Background: an optimization exercise with open tools, aiming at small area. Do not read the settings as production practice. Power figures rest on the tool's default switching activity, not on a simulated workload.

== the previous run ==
==> flow/design.v <==
module Convolution_pipeline(
    clk,
    rst_n,
    in_valid,
    In_IFM_1,
    In_IFM_2,
    In_IFM_3,
    In_IFM_4,
    In_Weight_1,
    In_Weight_2,
    In_Weight_3,
    In_Weight_4,
    Out_OFM
    );
input clk, rst_n;
input in_valid;
input [3:0] In_IFM_1;
input [3:0] In_IFM_2;
input [3:0] In_IFM_3;
input [3:0] In_IFM_4;
input [3:0] In_Weight_1;
input [3:0] In_Weight_2;
input [3:0] In_Weight_3;
input [3:0] In_Weight_4;
output [11:0] Out_OFM;
reg [8:0] q1, q2;
reg [9:0] s2, s3;
always @(posedge clk) begin
    if (in_valid) begin
        q1 <= In_IFM_1 * In_Weight_1 + In_IFM_2 * In_Weight_2;
        q2 <= In_IFM_3 * In_Weight_3 + In_IFM_4 * In_Weight_4;
        s2 <= q1 + q2;
        s3 <= s2;
    end
end
reg [1:0] cnt;
always @(posedge clk or negedge rst_n) begin
    if (!rst_n)
        cnt <= 2'd0;
    else if (in_valid && cnt != 2'd3)
        cnt <= cnt + 2'd1;
end
reg [9:0] ofm;
always @(posedge clk or negedge rst_n) begin
    if (!rst_n)
        ofm <= 10'd0;
    else if (in_valid && cnt == 2'd3)
        ofm <= s3;
end
assign Out_OFM = {2'b00, ofm};
endmodule
export LEC_CHECK = 0
export CAP_MARGIN = 20
export CORE_MARGIN = 2
export CORE_UTILIZATION = 40
export SLEW_MARGIN = 20
create_clock -name core_clock -period 3.0 [get_ports {clk}]
run.sh (not shown) runs the stock make flow with config.mk's settings and CLKGATE_MAP_FILE= SYNTH_SCRIPT=/design/flow/synth_recipe.tcl, a recipe that flattens the netlist after the stock synthesis.
Final checks on the previous run, whose flow otherwise completed, came back failing, citing setup timing.
[inputs] the current run vs the previous run
--- a/flow/design.v
+++ b/flow/design.v
@@ -22,15 +22,15 @@
 input [3:0] In_Weight_2;
 input [3:0] In_Weight_3;
 input [3:0] In_Weight_4;
 output [11:0] Out_OFM;
-reg [8:0] q1, q2;
-reg [9:0] s2, s3;
+wire [9:0] dot = In_IFM_1 * In_Weight_1 + In_IFM_2 * In_Weight_2
+               + In_IFM_3 * In_Weight_3 + In_IFM_4 * In_Weight_4;
+reg [9:0] s1, s2, s3;
 always @(posedge clk) begin
     if (in_valid) begin
-        q1 <= In_IFM_1 * In_Weight_1 + In_IFM_2 * In_Weight_2;
-        q2 <= In_IFM_3 * In_Weight_3 + In_IFM_4 * In_Weight_4;
-        s2 <= q1 + q2;
+        s1 <= dot;
+        s2 <= s1;
         s3 <= s2;
     end
 end
 reg [1:0] cnt;
Results
The current run finished every stage; the final checks, however, were not passed, the failures being setup timing. Between the current run and the previous run, it is the current run whose post-layout minimum cycle time is higher, by 1020 ps. After detailed routing, the previous run needs more wire than the current run. Total power (the current run vs. the previous run) increases by more than a quarter. For the previous run, the capture point of the critical path was q1[8]$_DFFE_PP_, unlike the current run, where it was s1[9]$_DFFE_PP_. Number of signal-net buffers in the layout shrinks by more than 10% when moving from the previous run to the current run. Of the current run and the previous run, the run reporting the higher area overhead of the layout relative to synthesis was the previous run.
No run of this note included a check of the RTL's function; only the layout flow was run.

Another version of the RTL of Convolution_pipeline (not shown whole).
Size in the first run: roughly 220 cells after synthesis, ~50 flip-flops, about 3100 um2 of cells after synthesis.
Settings: LEC_CHECK=0, CAP_MARGIN=0, CORE_MARGIN=2, CORE_UTILIZATION=60, GPL_TIMING_DRIVEN=0, PLACE_DENSITY=0.7, SLEW_MARGIN=0, SYNTH_HIERARCHICAL=1, SYNTH_MINIMUM_KEEP_SIZE=0; clock period 3.0 ns.
standard.sh (not shown) runs the stock make flow with config.mk's settings and CLKGATE_MAP_FILE= SYNTH_SCRIPT=/design/flow/synth_recipe.tcl, a recipe that flattens the netlist after the stock synthesis.
==> flow/flow/run.sh <==
#!/bin/bash
# The standard layout (the standard.sh), with two changes:
#  - the port buffers are buf_1 cells (the default picks a 10 um2 delay buffer)
#  - CTS inserts no dummy clock loads
export BUFFER_PORTS_ARGS="-buffer_cell sky130_fd_sc_hd__buf_1"
export CTS_ARGS="-sink_clustering_enable -repair_clock_nets -dont_use_dummy_load"
bash standard.sh > standard.log 2>&1
Edit:
--- a/flow/design.v
+++ b/flow/design.v
@@ -131,32 +131,32 @@
 Conv_fa u_fs81 (.a(fc38), .b(fc50), .c(fc66), .s(fs81), .co(fc82));
 Conv_fa u_fs83 (.a(fs47), .b(fc70), .c(fs63), .s(fs83), .co(fc84));
 Conv_fa u_fs85 (.a(fs49), .b(fc64), .c(fc74), .s(fs85), .co(fc86));
 Conv_fa u_fs87 (.a(fc68), .b(fc78), .c(fs69), .s(fs87), .co(fc88));
 Conv_fa u_fs89 (.a(fc76), .b(fs67), .c(fs77), .s(fs89), .co(fc90));
 Conv_xor u_x91 (.a(pp4_00), .b(fs1), .y(x91));
-assign cn92 = pp4_00 | fs1;
+Conv_or u_cn92 (.a(pp4_00), .b(fs1), .y(cn92));
 Conv_xor u_x93 (.a(fs71), .b(cn92), .y(x93));
-assign cn94 = fs71 | cn92;
+Conv_or u_cn94 (.a(fs71), .b(cn92), .y(cn94));
 Conv_xor u_x95 (.a(fc72), .b(fs75), .y(x95));
 Conv_xor u_x96 (.a(x95), .b(cn94), .y(x96));
 assign cn97 = x95 ? cn94 : fc72;
 Conv_fa u_fs98 (.a(r1[5]), .b(r1[6]), .c(r1[7]), .s(fs98), .co(fc99));
 Conv_fa u_fs100 (.a(r1[10]), .b(r1[11]), .c(r1[8]), .s(fs100), .co(fc101));
 Conv_fa u_fs102 (.a(r1[9]), .b(fc99), .c(fs100), .s(fs102), .co(fc103));
 Conv_fa u_fs104 (.a(r1[12]), .b(r1[13]), .c(r1[14]), .s(fs104), .co(fc105));
 Conv_fa u_fs106 (.a(fc101), .b(fs104), .c(fc103), .s(fs106), .co(fc107));
 Conv_fa u_fs108 (.a(r1[15]), .b(r1[16]), .c(fc105), .s(fs108), .co(fc109));
 Conv_xor u_x110 (.a(r1[3]), .b(r1[4]), .y(x110));
-assign cn111 = r1[3] | r1[4];
+Conv_or u_cn111 (.a(r1[3]), .b(r1[4]), .y(cn111));
 Conv_xor u_x112 (.a(fs98), .b(cn111), .y(x112));
-assign cn113 = fs98 | cn111;
+Conv_or u_cn113 (.a(fs98), .b(cn111), .y(cn113));
 Conv_xor u_x114 (.a(fs102), .b(cn113), .y(x114));
-assign cn115 = fs102 | cn113;
+Conv_or u_cn115 (.a(fs102), .b(cn113), .y(cn115));
 Conv_xor u_x116 (.a(fs106), .b(cn115), .y(x116));
-assign cn117 = fs106 | cn115;
+Conv_or u_cn117 (.a(fs106), .b(cn115), .y(cn117));
 Conv_xor u_x118 (.a(fc107), .b(fs108), .y(x118));
 Conv_xor u_x119 (.a(x118), .b(cn117), .y(x119));
 assign cn120 = x118 ? cn117 : fc107;
 Conv_xor u_x121 (.a(r1[17]), .b(fc109), .y(x121));
 Conv_xor u_x122 (.a(x121), .b(cn120), .y(x122));
 assign cn123 = x121 ? cn120 : r1[17];
@@ -191,25 +191,53 @@
     if (!rst_n)
         cnt <= 2'b00;
     else if (in_valid)
         cnt <= {cnt[1] | cnt[0], ~cnt[1]};
 end
 reg [9:0] ofm;
+wire [9:0] ofm_d;
+wire ofm_en = in_valid && cnt == 2'b10;
+wire ofm_en_n = ~ofm_en;
+Conv_hold u_hold0 (.en(ofm_en), .en_n(ofm_en_n), .d(s3[0]), .q(ofm[0]), .y(ofm_d[0]));
+Conv_hold u_hold1 (.en(ofm_en), .en_n(ofm_en_n), .d(s3[1]), .q(ofm[1]), .y(ofm_d[1]));
+Conv_holdn u_hold2 (.en_n(ofm_en_n), .d(s3[2]), .q(ofm[2]), .y(ofm_d[2]));
+Conv_hold u_hold3 (.en(ofm_en), .en_n(ofm_en_n), .d(s3[3]), .q(ofm[3]), .y(ofm_d[3]));
+Conv_hold u_hold4 (.en(ofm_en), .en_n(ofm_en_n), .d(s3[4]), .q(ofm[4]), .y(ofm_d[4]));
+Conv_hold u_hold5 (.en(ofm_en), .en_n(ofm_en_n), .d(s3[5]), .q(ofm[5]), .y(ofm_d[5]));
+Conv_hold u_hold6 (.en(ofm_en), .en_n(ofm_en_n), .d(s3[6]), .q(ofm[6]), .y(ofm_d[6]));
+Conv_holdn u_hold7 (.en_n(ofm_en_n), .d(s3[7]), .q(ofm[7]), .y(ofm_d[7]));
+Conv_holdn u_hold8 (.en_n(ofm_en_n), .d(s3[8]), .q(ofm[8]), .y(ofm_d[8]));
+Conv_holdn u_hold9 (.en_n(ofm_en_n), .d(s3[9]), .q(ofm[9]), .y(ofm_d[9]));
 always @(posedge clk or negedge rst_n) begin
     if (!rst_n)
         ofm <= 10'd0;
-    else if (in_valid && cnt == 2'b10)
-        ofm <= {~s3[9], ~s3[8], ~s3[7], s3[6], s3[5], s3[4], s3[3], ~s3[2], s3[1], s3[0]};
+    else
+        ofm <= ofm_d;
 end
 assign Out_OFM = {2'b00, ofm};
 endmodule
 module Conv_fa(a, b, c, s, co);
 input a, b, c;
 output s, co;
 assign s = a ^ b ^ c;
 assign co = (a & b) | (c & (a ^ b));
 endmodule
+module Conv_hold(en, en_n, d, q, y);
+input en, en_n, d, q;
+output y;
+assign y = (en & d) | (en_n & q);
+endmodule
+module Conv_holdn(en_n, d, q, y);
+input en_n, d, q;
+output y;
+assign y = (~en_n & ~d) | (en_n & q);
+endmodule
+module Conv_or(a, b, y);
+input a, b;
+output y;
+assign y = a | b;
+endmodule
 module Conv_xor(a, b, y);
 input a, b;
 output y;
 assign y = a ^ b;
 endmodule
After rerunning: Global-route usage drops by 0.61 points. Fmax drops by 1.4%. Sequential share of layout area climbs by 1.0 points. Final area drops by 2.4%. Cell count drops by 3.3%.
Function was not checked in any run of this note: the RTL went through the layout flow alone.

## re-timing with driven ports
No port has a modelled driver above. Below, the same layouts with a new extraction and two added sets of constraints. Step 1: set_driving_cell puts a clkbuf_16 on clk and a buf_2 on each other input, an assumption about the parent block. Step 2 adds t to the input delays and takes it off the output delays; t is the mean of the earliest and latest rising clock arrival at the registers after step 1. Input paths then give back, and output paths get back, about the clock's delay inside the block. a / b / c = ideal / step 1 / step 2; a / b = the first two.
run	shift t [ns]	setup WS [ns]	hold WS [ns]	pins driven straight from the clock port
the previous run	0.319	-0.816 / -0.839 / -1.158	0.426 / 0.426 / 0.426	1
the current run	0.323	-1.838 / -1.846 / -2.169	0.424 / 0.424 / 0.424	1
the first run of note 2	0.310	0.087 / 0.094 / -0.216	0.291 / 0.288 / 0.406	1
the second run of note 2	0.306	0.047 / 0.052 / -0.255	0.289 / 0.287 / 0.415	1
With both steps, setup timing fails in the first run of note 2 and the second run of note 2, where it was met with ideal ports. The setup slack of the previous run, which loses most, moves by -0.023 ns with the drivers and by -0.342 ns with both steps.
